Source: an optimization exercise on an open RTL-to-GDS flow (aim: small area, a short achievable clock period and few clock cycles). Production flows keep margins and buffers that such runs may drop. In this exercise RTL edits were held to simulation tests only and were not proved equivalent to the original. The clock port is modelled as an ideal driver; clocking choices that lean on that would not hold on a real chip.

exp/onyx:
## poly1305
module poly1305(
  input rst_ni,
  input clk,
  input [127:0] r,
  input [127:0] s,
  input [127:0] m,
  input fb,
  input ld,
  input first,
  output [127:0] p,
  output rdy);
Size in the first run: ~520 I/O pins.
==> flow/config.mk <==
export PLATFORM = sky130hd
export DESIGN_NAME = poly1305
export DESIGN_NICKNAME = poly1305
export VERILOG_FILES = /design/flow/design.v
export SDC_FILE = /design/flow/constraint.sdc
export NUM_CORES = 8
export LEC_CHECK = 0
export CAP_MARGIN = 50
export CELL_PAD_IN_SITES_DETAIL_PLACEMENT = 1
export CELL_PAD_IN_SITES_GLOBAL_PLACEMENT = 1
export CORE_MARGIN = 2
export CORE_UTILIZATION = 30
export GPL_ROUTABILITY_DRIVEN = 1
export PLACE_DENSITY = 0.45
export SETUP_SLACK_MARGIN = 5
export SLEW_MARGIN = 70
export SYNTH_HIERARCHICAL = 1
==> flow/constraint.sdc <==
create_clock -name core_clock -period 12.0 [get_ports {clk}]
set_input_delay 2.4000 -clock core_clock [delete_from_list [all_inputs] [get_ports {clk}]]
set_output_delay 2.4000 -clock core_clock [all_outputs]
set_load 0.01 [all_outputs]
standard.sh (not shown) runs the stock make flow with config.mk's settings and CLKGATE_MAP_FILE= SYNTH_SCRIPT=/design/flow/synth_recipe.tcl, a recipe that flattens the netlist after the stock synthesis.
==> flow/flow/run.sh <==
#!/bin/bash
# Standard layout (standard.sh), with two changes to how it is made:
#  - the port buffers are sky130_fd_sc_hd__buf_2 cells (every port is still buffered);
#  - extra setup repair passes (repair_timing) after placement and after CTS.
# Each tool's full output goes to its own log in this folder.
set -euo pipefail
R=orfs/results/sky130hd/poly1305/base
MARGIN=${REPAIR_MARGIN:-7}
export BUFFER_PORTS_ARGS="-buffer_cell sky130_fd_sc_hd__buf_2"
bash standard.sh synth > 1_synth.log 2>&1
bash standard.sh floorplan > 2_floorplan.log 2>&1
bash standard.sh place > 3_place.log 2>&1
STAGE_ODB=$R/3_place.odb STAGE_SDC=$R/3_place.sdc MARGIN=$MARGIN PAD=1 \
  openroad -exit -no_init flow/repair.tcl > 3_extra_repair.log 2>&1
bash standard.sh cts > 4_cts.log 2>&1
STAGE_ODB=$R/4_cts.odb STAGE_SDC=$R/4_cts.sdc MARGIN=$MARGIN PAD=1 PROPAGATED=1 \
  openroad -exit -no_init flow/repair.tcl > 4_extra_repair.log 2>&1
bash standard.sh finish > 5_finish.log 2>&1
==> flow/flow/repair.tcl <==
# Extra setup repair on a placed (or clock-tree) database, then re-legalize.
# env: STAGE_ODB, STAGE_SDC, MARGIN, PAD
read_liberty $::env(FLOW_HOME)/platforms/sky130hd/lib/sky130_fd_sc_hd__tt_025C_1v80.lib
read_db $::env(STAGE_ODB)
read_sdc $::env(STAGE_SDC)
source $::env(FLOW_HOME)/platforms/sky130hd/setRC.tcl
if {[info exists ::env(PROPAGATED)]} { set_propagated_clock [all_clocks] }
set_dont_use [list sky130_fd_sc_hd__probe_p_8 sky130_fd_sc_hd__probec_p_8 sky130_fd_sc_hd__lpflow_*]
estimate_parasitics -placement
report_worst_slack
report_design_area
repair_timing -setup -setup_margin $::env(MARGIN) -verbose
if {[info exists ::env(PROPAGATED)]} { repair_timing -hold -hold_margin 0.05 -verbose }
set_placement_padding -global -left $::env(PAD) -right $::env(PAD)
detailed_placement
check_placement -verbose
estimate_parasitics -placement
report_worst_slack
report_design_area
write_db $::env(STAGE_ODB)
Testbench counts of exp/onyx, summed over its fixed seeds: cycles 5,624.
The following lists how exp/pepper was set up differently from exp/onyx:
- GPL_ROUTABILITY_DRIVEN no longer set, was 1
- PLACE_DENSITY now 0.6, was 0.45
- CELL_PAD_IN_SITES_GLOBAL_PLACEMENT no longer set, was 1
- MIN_ROUTING_LAYER now met2, previously not set
- CORE_UTILIZATION now 40, was 30
==> flow/run.sh (new file) <==
#!/bin/bash
# synth_recipe.tcl (not shown) runs the flow's synth.tcl, then flattens the netlist and writes it again
# the make line also repeats each setting of config.mk as NAME=value (left out here)
make -C /OpenROAD-flow-scripts/flow DESIGN_CONFIG=/design/flow/config.mk WORK_HOME=/design/flow/orfs CLKGATE_MAP_FILE= SYNTH_SCRIPT=/design/flow/synth_recipe.tcl finish
removed: flow/flow/run.sh
removed: flow/flow/repair.tcl
removed: flow/standard.sh
Results
- exp/onyx -> exp/pepper: number of resized instances in the post-cts repair step delta 0, exact match
- Delta (exp/pepper minus exp/onyx): sum of net half-perimeters after detailed placement saw an increase, mapped cell area saw little to no change, placed cell area saw an increase.
- [exp/pepper vs exp/onyx] width of the die: lower in exp/pepper
- exp/onyx and exp/pepper: one clean run, exp/onyx; the rest did not finish clean.
- exp/pepper: aborted in 5_1_grt (tool error)
- When exp/pepper is measured against exp/onyx, its number of instances in the placed design turns out 1195 lower.
- Lower effective utilization at floorplan among exp/onyx and exp/pepper: exp/onyx
- Between exp/onyx and exp/pepper, the flow reports vertical extent of the die decreasing by more than 10%.
diff inputs: exp/pepper => exp/indigo
- swapping 40 for 30 in CORE_UTILIZATION
- swapping 0.6 for 0.45 in PLACE_DENSITY
- clearing MIN_ROUTING_LAYER, which used to be met2
- putting CELL_PAD_IN_SITES_GLOBAL_PLACEMENT at 1 where nothing was set
- putting GPL_ROUTABILITY_DRIVEN at 1 where nothing was set
==> comparison <==
- On synthesized instance count, exp/indigo and exp/pepper are basically level.
- exp/indigo has completed all stages; timing, DRC and antenna checks passed.
- Setup slack after placement is higher on exp/indigo
- The number of cells in the design after placement number comes out lower for exp/pepper vs exp/indigo.
- Number of H-tree levels: exp/indigo vs exp/pepper up 1
- NOTE: effective utilization at floorplan in exp/indigo falls short of that of exp/pepper
- Compared to exp/pepper, exp/indigo has total clock buffers created by CTS 18 higher.
- Looking only at HPWL after detailed placement, and setting everything else aside, the higher value of exp/indigo and exp/pepper goes to exp/indigo.
- [exp/indigo vs exp/pepper] site row count: higher in exp/indigo

re-timing with driven ports:
How much do the figures lean on ideal ports? The routed layouts below were timed once more, with nothing changed but the port constraints.
Step 1: set_driving_cell puts a clkbuf_16 on clk and a buf_2 on each other input, an assumption about the parent block.
Step 2 times the ports against the registers' clock, not the clock port: input delays grow and output delays shrink by t, the midpoint of the rising clock arrivals with the driver on.
a / b / c = no drivers / after step 1 / after step 2; a / b = the first two.
run | t (ns) | slack for setup (ns) | hold WS [ns] | cell pins on the clock port's net
exp/onyx | 0.981 | 6.862 / 6.862 / 6.700 | 0.359 / 0.359 / 0.359 | 1
exp/indigo | 0.980 | 6.435 / 6.435 / 5.951 | 0.372 / 0.372 / 0.372 | 1
After both steps every run listed still meets setup and hold. For exp/indigo, which loses most, drivers alone change the setup slack by 0.000 ns; drivers and shift together by -0.484 ns.
